Background: an optimization exercise with open tools, aiming at small area and a short achievable clock period. Do not read the settings as production practice.
In this exercise RTL edits were held to simulation tests only and were not proved equivalent to the original.
No activity file was given, so power comes from the tool's default toggle rates.

== rev 12 ==
==> module wbbit, before the edit <==
module wbbit(input [15:0] d, input [15:0] s, input xhn, yhn, c, output y);
	wire [5:0] t;
	wire u1, ux, uy, xn, yn;
	mux16t m(.d(d), .s(s), .t(t));
	nand3m v1(t[0], t[1], t[2], u1);
	nand4m v2(t[3], t[4], t[5], xhn, ux);
	nand4m v3(t[3], t[4], t[5], yhn, uy);
	nor2m  w1(u1, ux, xn);
	nor2m  w2(u1, uy, yn);
	mux2im m2(xn, yn, c, y);    
endmodule
==> module MIPS, before the edit <==
module MIPS(
	input clk, clear,
	input [15:0] instr,
	output reg [3:0] PC,
	output [15:0] R1, R2, R3
	);
	wire [3:0] op  = instr[15:12];
	wire [3:0] rs  = instr[11:8];
	wire [3:0] rt  = instr[7:4];
	wire [3:0] rd  = instr[3:0];
	wire [3:0] imm = instr[3:0];
	wire nc = ~clear;
	wire is_and  = (op == 4'd0);
	wire is_or   = (op == 4'd1);
	wire is_add  = (op == 4'd2);
	wire is_addi = (op == 4'd3);
	wire is_sub  = (op == 4'd6);
	wire is_slt  = (op == 4'd7);
	wire is_lw   = (op == 4'd8);
	wire is_sw   = (op == 4'd10);
	wire is_bne  = (op == 4'd14);
	wire is_j    = (op == 4'd15);
	wire rwe = is_and | is_or | is_add | is_addi | is_sub | is_slt | is_lw;
	wire [3:0] waddr = (is_addi | is_lw) ? rt : rd;
	wire sub = op[2];    
	wire [15:0] r [0:15];    
	wire [15:0] m [0:15];    
	wire [15:0] sA, sB, mhit, sM, An, Bn, A, Bx, wd, xh, yh, csel;
	genvar i, b;
	generate
		for (i = 0; i < 16; i = i + 1) begin : dec
			assign sA[i] = (rs == i);
			assign sB[i] = (rt == i);
			wire [3:0] tgt = i - imm;
			assign mhit[i] = (A[3:0] == tgt);
			assign sM[i] = mhit[i] & is_lw & nc;
		end
		for (b = 0; b < 16; b = b + 1) begin : rp
			wire [15:0] rc, mc;
			for (i = 0; i < 16; i = i + 1) begin : w_
				assign rc[i] = r[i][b];
				assign mc[i] = m[i][b];
			end
			mux16oh pa(.d(rc), .s(sA), .yn(An[b]));
			mux16oh pb(.d(rc), .s(sB), .yn(Bn[b]));
			wbbit pm(.d(mc), .s(sM), .xhn(~xh[b]), .yhn(~yh[b]), .c(csel[b]), .y(wd[b]));
		end
	endgenerate
	assign A  = ~An;
	assign Bx = ~Bn;    
	wire [15:0] e0, e1;    
	generate
		for (b = 0; b < 16; b = b + 1) begin : ye
			if (b < 4) begin : lo
				assign e0[b] = is_addi ? ~imm[b] : sub;
				assign e1[b] = is_addi ? ~imm[b] : ~sub;
			end else begin : hi
				assign e0[b] = is_addi | sub;
				assign e1[b] = is_addi | ~sub;
			end
		end
	endgenerate
	wire [15:0] Yn, p, g0, t0;
	wire [15:0] g1n, t1n, g2, t2, g3n, t3n, g4;
	generate
		for (b = 0; b < 16; b = b + 1) begin : l0
			mux2im uy(~e0[b], ~e1[b], Bn[b], Yn[b]);    
			xor2m  up(An[b], Yn[b], p[b]);              
			if (b == 0) begin : c0
				assign g0[0] = (~An[0] & ~Yn[0]) | ((~An[0] | ~Yn[0]) & sub);
				assign t0[0] = 1'b0;
			end else begin : cn
				nor2m  ug(An[b], Yn[b], g0[b]);     
				nand2m ut(An[b], Yn[b], t0[b]);     
			end
		end
		for (b = 0; b < 16; b = b + 1) begin : l1
			if (b >= 1) begin : c
				aoi21m ug(t0[b], g0[b-1], g0[b], g1n[b]);
				if (b >= 2) begin : t
					nand2m ut(t0[b], t0[b-1], t1n[b]);
				end else begin : tz
					assign t1n[b] = 1'b1;
				end
			end else begin : p_
				assign g1n[b] = ~g0[b];
				assign t1n[b] = 1'b1;
			end
		end
		for (b = 0; b < 16; b = b + 1) begin : l2
			if (b >= 2) begin : c
				oai21m ug(t1n[b], g1n[b-2], g1n[b], g2[b]);
				if (b >= 4) begin : t
					nor2m ut(t1n[b], t1n[b-2], t2[b]);
				end else begin : tz
					assign t2[b] = 1'b0;
				end
			end else begin : p_
				assign g2[b] = ~g1n[b];
				assign t2[b] = 1'b0;
			end
		end
		for (b = 0; b < 16; b = b + 1) begin : l3
			if (b >= 4) begin : c
				aoi21m ug(t2[b], g2[b-4], g2[b], g3n[b]);
				if (b >= 8) begin : t
					nand2m ut(t2[b], t2[b-4], t3n[b]);
				end else begin : tz
					assign t3n[b] = 1'b1;
				end
			end else begin : p_
				assign g3n[b] = ~g2[b];
				assign t3n[b] = 1'b1;
			end
		end
		for (b = 0; b < 16; b = b + 1) begin : l4
			if (b >= 8) begin : c
				oai21m ug(t3n[b], g3n[b-8], g3n[b], g4[b]);
			end else begin : p_
				assign g4[b] = ~g3n[b];
			end
		end
	endgenerate
	wire [15:0] c = {g4[14:0], sub};
	wire lt = ~g4[15];    
	wire sel_as  = (is_add | is_addi | is_sub) & nc;
	wire sel_and = is_and & nc;
	wire sel_or  = is_or & nc;
	wire sel_slt = is_slt & nc;
	wire [15:0] lg = ({16{sel_and}} & (A & Bx)) | ({16{sel_or}} & (A | Bx));
	wire arith0 = sel_as & (p[0] ^ sub);
	assign xh = {({15{sel_as}} &  p[15:1]) | lg[15:1], arith0 | lg[0]};
	assign yh = {({15{sel_as}} & ~p[15:1]) | lg[15:1], arith0 | lg[0] | sel_slt};
	assign csel = {c[15:1], lt};
	wire [15:0] dz = Bx & {16{nc}};
	wire [15:0] d1 = Bx | {16{clear}};
	function [15:0] dinit(input integer w);
		case (w)
			0: dinit = 16'h0001;
			1: dinit = 16'h0004;
			2: dinit = 16'h0006;
			3: dinit = 16'h0004;
			4: dinit = 16'h0005;
			5: dinit = 16'h0006;
			default: dinit = 16'h0001;
		endcase
	endfunction
	generate
		for (i = 0; i < 16; i = i + 1) begin : g
			reg [15:0] rr;
			reg [15:0] mm;
			always @(posedge clk)
				if (clear || (rwe && waddr == i))
					rr <= wd;
			always @(posedge clk)
				if (clear || (is_sw && mhit[i]))
					mm <= (dinit(i) & d1) | (~dinit(i) & dz);
			assign r[i] = rr;
			assign m[i] = mm;
		end
	endgenerate
	wire taken = is_j | (is_bne & (An != Bn));
	always @(posedge clk) begin
		if (clear)
			PC <= 4'd0;
		else if (taken)
			PC <= instr[3:0];
		else
			PC <= PC + 4'd1;
	end
	assign R1 = r[1];
	assign R2 = r[2];
	assign R3 = r[3];
endmodule
==> flow/config.mk <==
export PLATFORM = sky130hd
export DESIGN_NAME = MIPS
export DESIGN_NICKNAME = MIPS
export VERILOG_FILES = /design/flow/design.v
export SDC_FILE = /design/flow/constraint.sdc
export NUM_CORES = 4
export LEC_CHECK = 0
export CAP_MARGIN = 20
export CORE_MARGIN = 2
export CORE_UTILIZATION = 65
export CTS_BUF_LIST = sky130_fd_sc_hd__clkbuf_8
export CTS_CLUSTER_DIAMETER = 50
export CTS_CLUSTER_SIZE = 16
export SETUP_SLACK_MARGIN = 4
export SLEW_MARGIN = 20
export SYNTH_HIERARCHICAL = 1
export SYNTH_MINIMUM_KEEP_SIZE = 0
==> flow/constraint.sdc <==
create_clock -name core_clock -period 9.0 [get_ports {clk}]
set_input_delay 1.8000 -clock core_clock [delete_from_list [all_inputs] [get_ports {clk}]]
set_output_delay 1.8000 -clock core_clock [all_outputs]
set_load 0.01 [all_outputs]
standard.sh (not shown) runs the stock make flow with config.mk's settings and CLKGATE_MAP_FILE= SYNTH_SCRIPT=/design/flow/synth_recipe.tcl, a recipe that flattens the netlist after the stock synthesis.
==> flow/flow/run.sh <==
#!/bin/bash
# Layout flow: the standard ORFS flow (standard.sh, unchanged synthesis),
# with the port buffers made from sky130_fd_sc_hd__buf_1 (resized later where timing needs it) instead of the
# buffer ORFS picks by default (a delay cell). Every input and output port
# still gets its own buffer. The whole make output goes to standard_flow.log.
set -euo pipefail
bash standard.sh "BUFFER_PORTS_ARGS=-buffer_cell sky130_fd_sc_hd__buf_1" finish > standard_flow.log 2>&1
> inputs changed (rev 12 -> rev 13)
-- flow/design.v --
<<< rev 12, line 488
	nor2m  w0(x0, x1, yn);
endmodule
module wbbit(input [15:0] d, input [15:0] s, input xhn, yhn, c, output y);
	wire [5:0] t;
	wire u1, ux, uy, xn, yn;
	mux16t m(.d(d), .s(s), .t(t));
	nand3m v1(t[0], t[1], t[2], u1);
	nand4m v2(t[3], t[4], t[5], xhn, ux);
	nand4m v3(t[3], t[4], t[5], yhn, uy);
	nor2m  w1(u1, ux, xn);
	nor2m  w2(u1, uy, yn);
	mux2im m2(xn, yn, c, y);    
endmodule
module MIPS(
>>> rev 13, line 488
	nor2m  w0(x0, x1, yn);
endmodule
module mux16wb(input [15:0] d, input [15:0] s, input alun, output y);
	wire [5:0] t;
	wire x0, x1;
	mux16t m(.d(d), .s(s), .t(t));
	nand3m v0(t[0], t[1], t[2], x0);
	nand4m v1(t[3], t[4], t[5], alun, x1);
	or2m   w0(x0, x1, y);
endmodule
module MIPS(
<<< rev 12, line 526
	wire [15:0] r [0:15];    
	wire [15:0] m [0:15];    
	wire [15:0] sA, sB, mhit, sM, An, Bn, A, Bx, wd, xh, yh, csel;
	genvar i, b;
	generate
>>> rev 13, line 523
	wire [15:0] r [0:15];    
	wire [15:0] m [0:15];    
	wire [15:0] sA, sB, mhit, sM, An, Bn, A, Bx, wd, alun;
	genvar i, b;
	generate
<<< rev 12, line 544
			mux16oh pa(.d(rc), .s(sA), .yn(An[b]));
			mux16oh pb(.d(rc), .s(sB), .yn(Bn[b]));
			wbbit pm(.d(mc), .s(sM), .xhn(~xh[b]), .yhn(~yh[b]), .c(csel[b]), .y(wd[b]));
		end
	endgenerate
>>> rev 13, line 541
			mux16oh pa(.d(rc), .s(sA), .yn(An[b]));
			mux16oh pb(.d(rc), .s(sB), .yn(Bn[b]));
			mux16wb pm(.d(mc), .s(sM), .alun(alun[b]), .y(wd[b]));
		end
	endgenerate
<<< rev 12, line 629
	wire sel_slt = is_slt & nc;
	wire [15:0] lg = ({16{sel_and}} & (A & Bx)) | ({16{sel_or}} & (A | Bx));
	wire arith0 = sel_as & (p[0] ^ sub);
	assign xh = {({15{sel_as}} &  p[15:1]) | lg[15:1], arith0 | lg[0]};
	assign yh = {({15{sel_as}} & ~p[15:1]) | lg[15:1], arith0 | lg[0] | sel_slt};
	assign csel = {c[15:1], lt};
	wire [15:0] dz = Bx & {16{nc}};
	wire [15:0] d1 = Bx | {16{clear}};
>>> rev 13, line 626
	wire sel_slt = is_slt & nc;
	wire [15:0] lg = ({16{sel_and}} & (A & Bx)) | ({16{sel_or}} & (A | Bx));
	wire [15:0] xv = ({16{sel_as}} &  p) | lg;    
	wire [15:0] yv = ({16{sel_as}} & ~p) | lg;    
	wire alun0;
	generate
		for (b = 0; b < 16; b = b + 1) begin : fin
			if (b == 0) begin : b0
				mux2im um(xv[b], yv[b], c[b], alun0);
			end else begin : bn
				mux2im um(xv[b], yv[b], c[b], alun[b]);
			end
		end
	endgenerate
	assign alun[0] = alun0 & ~(sel_slt & lt);
	wire [15:0] dz = Bx & {16{nc}};
	wire [15:0] d1 = Bx | {16{clear}};
### Flow results
Per the comparison of rev 13 with rev 12, die area shrank by about 0.3%, leakage power total shrank by 4.2%, adder-cell share of the synthesized area roughly the same.
For the count of clock-buffer cells in the layout, rev 13 came in 8.2% lower than rev 12 did.
Relative to rev 12, net switching component of the power decreased by 8.2% in rev 13.
Non-clock buffer count shrinks by more than 10% when moving from rev 12 to rev 13.
When the final numbers for rev 12 and rev 13 were put side by side, the total setup buffers inserted after CTS turned out to be greater in rev 12.
Rev 12 → rev 13: proportion of cell area occupied by registers went up 1.9 points, growth of design area from synthesis to finish decreased by 3.3 points relative to the old numbers.

afterwards: timing with drivers on the ports:
No port has a modelled driver above. Below, the same layouts with a new extraction and two added sets of constraints. Step 1: set_driving_cell puts a clkbuf_16 on clk and a buf_2 on each other input, an assumption about the parent block. Step 2 times the ports against the registers' clock, not the clock port: input delays grow and output delays shrink by t, the midpoint of the rising clock arrivals with the driver on. Three values: ideal, step 1, step 2; two values: the first two.
run | t (ns) | slack for setup (ns) | worst setup path at the end | clock arrival spread, ns | worst slew at a driven data input, ns
rev 12 | 0.700 | 3.951 / 3.980 / 3.280 | input to register | 0.041 / 0.041 | 0.08
rev 13 | 0.657 | 3.973 / 3.989 / 3.332 | input to register | 0.037 / 0.036 | 0.05
After both steps setup and hold are still met in every run listed. The setup slack of rev 12, which loses most, moves by +0.029 ns with the drivers and by -0.671 ns with both steps.
